From an optimization exercise on the open Yosys and OpenROAD flow, aimed at small area; shortcuts taken in it are not production practice.
In this exercise RTL edits were held to simulation tests only and were not proved equivalent to the original.
No activity file was given, so power comes from the tool's default toggle rates.

==> module FPA1, before the edit <==
module FPA1(A, B, FS, FE, MX, MY, FSUB);
	input  [31:0] A, B;
	output FS;
	output [7:0] FE;
	output [24:0] MX, MY;
	output FSUB;
	wire swap = A[30:0] < B[30:0];
	wire [31:0] L = swap ? B : A;
	wire [22:0] sm = swap ? A[22:0] : B[22:0];
	wire [7:0] d = swap ? B[30:23] - A[30:23] : A[30:23] - B[30:23];
	wire sub = A[31] ^ B[31];
	wire [23:0] ma = {1'b1, L[22:0]};
	wire [23:0] mb = (|d[7:5] || (d[4] && d[3])) ? 24'd0 : ({1'b1, sm} >> d[4:0]);
	assign MX = {ma, sub};
	assign MY = {mb ^ {24{sub}}, sub};
	assign FS = L[31];
	assign FE = L[30:23];
	assign FSUB = sub;
endmodule
==> module FPA2, before the edit <==
module FPA2(FS, FE, R, FSUB, SUM);
	input  FS;
	input  [7:0] FE;
	input  [24:0] R;
	input  FSUB;
	output [31:0] SUM;
	wire [24:0] v = {R[24] & ~FSUB, R[23:0]};
	reg [4:0] z;
	integer i;
	always @* begin
		z = 5'd1;
		for (i = 0; i < 25; i = i + 1)
			if (v[i]) z = 24 - i;
	end
	wire [24:0] n = v << z;
	wire [7:0] e = FE + 8'd1 - {3'd0, z};
	assign SUM = {FS, e, n[23:1]};
endmodule
==> module alu_stage1, before the edit <==
module alu_stage1(a, b, op, x, y, drop);
	input  [31:0] a, b;
	input  [3:0]  op;
	output reg [63:0] x;
	output reg [63:0] y;
	output drop;
	wire cin   = (~op[1] & op[0]) | (op[2] & op[0]) | (~op[3] & op[1] & ~op[0]);
	wire neg_b = op[1];
	wire [31:0] ax = op[3] ? ~a : a;
	wire [31:0] bx = op[3] ? 32'd0 : (b ^ {32{neg_b}});
	wire fpm = (op == 4'd7);
	wire [31:0] ma = fpm ? {8'd0, 1'b1, a[22:0]} : a;
	wire [31:0] mb = fpm ? {8'd0, 1'b1, b[22:0]} : b;
	wire [63:0] ra, rb;
	mul32_cs mult(.A(ma), .B(mb), .RA(ra), .RB(rb));
	wallace_drop wdrop(.A(a), .B(b), .D(drop));
	wire fs, fsub;
	wire [7:0] fe;
	wire [24:0] fmx, fmy;
	wire [8:0]  fpm_e;
	FPA1 fpa(.A(a), .B({b[31] ^ neg_b, b[30:0]}), .FS(fs), .FE(fe), .MX(fmx), .MY(fmy), .FSUB(fsub));
	FPM1 fpmul(.A(a), .B(b), .E(fpm_e));
	always @* begin
		case (op)
			4'd4:  x = ra;
			4'd5, 4'd6: x = {28'd0, fs, fe, fsub, 1'b0, fmx};
			4'd7:  x = {7'd0, fpm_e, ra[47:0]};
			4'd8:  x = {32'd0, a & b};
			4'd9:  x = {32'd0, a | b};
			4'd10: x = {32'd0, a ^ b};
			4'd11: x = {32'd0, ~(a & b)};
			4'd12: x = {32'd0, ~(a | b)};
			4'd13: x = {32'd0, ~(a ^ b)};
			default: x = {31'd0, ax, cin};
		endcase
		case (op)
			4'd4, 4'd7: y = rb;
			4'd5, 4'd6: y = {39'd0, fmy};
			default: y = {31'd0, bx, cin};
		endcase
	end
endmodule
==> module alu_stage2, before the edit <==
module alu_stage2(x, y, drop, op, res);
	input  [63:0] x, y;
	input         drop;
	input  [3:0]  op;
	output reg [63:0] res;
	wire [63:0] p;
	add64 final_add(.A(x), .B(y), .S(p));
	wire [31:0] fpa_sum, fpm_prod;
	FPA2 fpa(.FS(x[35]), .FE(x[34:27]), .FSUB(x[26]), .R(p[25:1]), .SUM(fpa_sum));
	FPM2 fpmul(.E(x[56:48]), .MP(p[47:0]), .PRODUCT(fpm_prod));
	always @* begin
		case (op)
			4'd4:  res = {p[63] & ~drop, p[62:0]};
			4'd5, 4'd6: res = {32'd0, fpa_sum};
			4'd7:  res = {32'd0, fpm_prod};
			4'd0, 4'd1, 4'd2, 4'd3: res = {31'd0, p[33:1]};
			4'd14, 4'd15: res = {32'd0, p[32:1]};
			default: res = x;
		endcase
	end
endmodule
clock: 6.0 ns
lec_check: 0
abc_area: 1
cap_margin: 20
core_margin: 2
core_utilization: 40
slew_margin: 20
run.sh (not shown) runs the stock make flow with config.mk's settings and CLKGATE_MAP_FILE= SYNTH_SCRIPT=/design/flow/synth_recipe.tcl, a recipe that flattens the netlist after the stock synthesis.
Change:
--- a/flow/design.v
+++ b/flow/design.v
@@ -2222,12 +2222,9 @@
 	assign CARRY = {M[61:0],1'b0};
 	assign DROP = M[62];
 endmodule
-module FPA1(A, B, FS, FE, MX, MY, FSUB);
+module FPA1(A, B, F);
 	input  [31:0] A, B;
-	output FS;
-	output [7:0] FE;
-	output [24:0] MX, MY;
-	output FSUB;
+	output [33:0] F;
 	wire swap = A[30:0] < B[30:0];
 	wire [31:0] L = swap ? B : A;
 	wire [22:0] sm = swap ? A[22:0] : B[22:0];
@@ -2235,19 +2232,13 @@
 	wire sub = A[31] ^ B[31];
 	wire [23:0] ma = {1'b1, L[22:0]};
 	wire [23:0] mb = (|d[7:5] || (d[4] && d[3])) ? 24'd0 : ({1'b1, sm} >> d[4:0]);
-	assign MX = {ma, sub};
-	assign MY = {mb ^ {24{sub}}, sub};
-	assign FS = L[31];
-	assign FE = L[30:23];
-	assign FSUB = sub;
-endmodule
-module FPA2(FS, FE, R, FSUB, SUM);
-	input  FS;
-	input  [7:0] FE;
-	input  [24:0] R;
-	input  FSUB;
+	wire [24:0] r = {1'b0, ma} + {1'b0, mb ^ {24{sub}}} + {24'd0, sub};
+	assign F = {L[31], L[30:23], r[24] & ~sub, r[23:0]};
+endmodule
+module FPA2(F, SUM);
+	input  [33:0] F;
 	output [31:0] SUM;
-	wire [24:0] v = {R[24] & ~FSUB, R[23:0]};
+	wire [24:0] v = F[24:0];
 	reg [4:0] z;
 	integer i;
 	always @* begin
@@ -2256,8 +2247,8 @@
 			if (v[i]) z = 24 - i;
 	end
 	wire [24:0] n = v << z;
-	wire [7:0] e = FE + 8'd1 - {3'd0, z};
-	assign SUM = {FS, e, n[23:1]};
+	wire [7:0] e = F[32:25] + 8'd1 - {3'd0, z};
+	assign SUM = {F[33], e, n[23:1]};
 endmodule
 module FPM1(A, B, E);
 	input  [31:0] A, B;
@@ -2307,28 +2298,28 @@
 	input  [31:0] a, b;
 	input  [3:0]  op;
 	output reg [63:0] x;
-	output reg [63:0] y;
+	output [63:0] y;
 	output drop;
 	wire cin   = (~op[1] & op[0]) | (op[2] & op[0]) | (~op[3] & op[1] & ~op[0]);
 	wire neg_b = op[1];
 	wire [31:0] ax = op[3] ? ~a : a;
 	wire [31:0] bx = op[3] ? 32'd0 : (b ^ {32{neg_b}});
+	wire [32:0] sum = {1'b0, ax} + {1'b0, bx} + {32'd0, cin};
 	wire fpm = (op == 4'd7);
 	wire [31:0] ma = fpm ? {8'd0, 1'b1, a[22:0]} : a;
 	wire [31:0] mb = fpm ? {8'd0, 1'b1, b[22:0]} : b;
-	wire [63:0] ra, rb;
-	mul32_cs mult(.A(ma), .B(mb), .RA(ra), .RB(rb));
+	wire [63:0] ra;
+	mul32_cs mult(.A(ma), .B(mb), .RA(ra), .RB(y));
 	wallace_drop wdrop(.A(a), .B(b), .D(drop));
-	wire fs, fsub;
-	wire [7:0] fe;
-	wire [24:0] fmx, fmy;
+	wire [33:0] fpa_f;
 	wire [8:0]  fpm_e;
-	FPA1 fpa(.A(a), .B({b[31] ^ neg_b, b[30:0]}), .FS(fs), .FE(fe), .MX(fmx), .MY(fmy), .FSUB(fsub));
+	FPA1 fpa(.A(a), .B({b[31] ^ neg_b, b[30:0]}), .F(fpa_f));
 	FPM1 fpmul(.A(a), .B(b), .E(fpm_e));
 	always @* begin
 		case (op)
+			4'd0, 4'd1, 4'd2, 4'd3: x = {31'd0, sum};
 			4'd4:  x = ra;
-			4'd5, 4'd6: x = {28'd0, fs, fe, fsub, 1'b0, fmx};
+			4'd5, 4'd6: x = {30'd0, fpa_f};
 			4'd7:  x = {7'd0, fpm_e, ra[47:0]};
 			4'd8:  x = {32'd0, a & b};
 			4'd9:  x = {32'd0, a | b};
@@ -2336,12 +2327,7 @@
 			4'd11: x = {32'd0, ~(a & b)};
 			4'd12: x = {32'd0, ~(a | b)};
 			4'd13: x = {32'd0, ~(a ^ b)};
-			default: x = {31'd0, ax, cin};
-		endcase
-		case (op)
-			4'd4, 4'd7: y = rb;
-			4'd5, 4'd6: y = {39'd0, fmy};
-			default: y = {31'd0, bx, cin};
+			default: x = {32'd0, sum[31:0]};
 		endcase
 	end
 endmodule
@@ -2353,15 +2339,13 @@
 	wire [63:0] p;
 	add64 final_add(.A(x), .B(y), .S(p));
 	wire [31:0] fpa_sum, fpm_prod;
-	FPA2 fpa(.FS(x[35]), .FE(x[34:27]), .FSUB(x[26]), .R(p[25:1]), .SUM(fpa_sum));
+	FPA2 fpa(.F(x[33:0]), .SUM(fpa_sum));
 	FPM2 fpmul(.E(x[56:48]), .MP(p[47:0]), .PRODUCT(fpm_prod));
 	always @* begin
 		case (op)
 			4'd4:  res = {p[63] & ~drop, p[62:0]};
 			4'd5, 4'd6: res = {32'd0, fpa_sum};
 			4'd7:  res = {32'd0, fpm_prod};
-			4'd0, 4'd1, 4'd2, 4'd3: res = {31'd0, p[33:1]};
-			4'd14, 4'd15: res = {32'd0, p[32:1]};
 			default: res = x;
 		endcase
 	end
Effect:
- wire length increases by 11%
- count of clock-buffer cells in the layout decreases by 12
- final cell count increases by 8.1%
- power increases by 6.3%
- hold slack stays flat
- die area increases by 2.8%
- combinational power increases by 13%
- sequential share of layout area decreases by 2.3 points
- synthesized area increases by 2.8%
- core utilization increases by 0.99 points
- maximum frequency decreases by 2.4%
- worst setup slack degrades by 140 ps
- clock power decreases by about 3%

[what the ideal ports hide]
The flow's constraints put no driver on any port. The routed layouts listed below were extracted and timed again, unchanged, in two steps.
Step 1, drivers: a clkbuf_16 drives clk and a buf_2 each remaining input, both assumed.
Step 2, shift: input delay + t, output delay - t, t = (earliest + latest rising clock arrival at the registers) / 2. This alone moves slack from input paths to output paths.
Three values: ideal, step 1, step 2; two values: the first two.
| run | t (ns) | setup slack, ns | worst setup path after step 2 |
|---|---|---|---|
| the first run | 0.914 | 0.234 / 0.234 / 0.234 | register to register |
| the second run | 0.898 | 0.091 / 0.091 / 0.091 | register to register |
After both steps setup and hold are still met in every run listed.
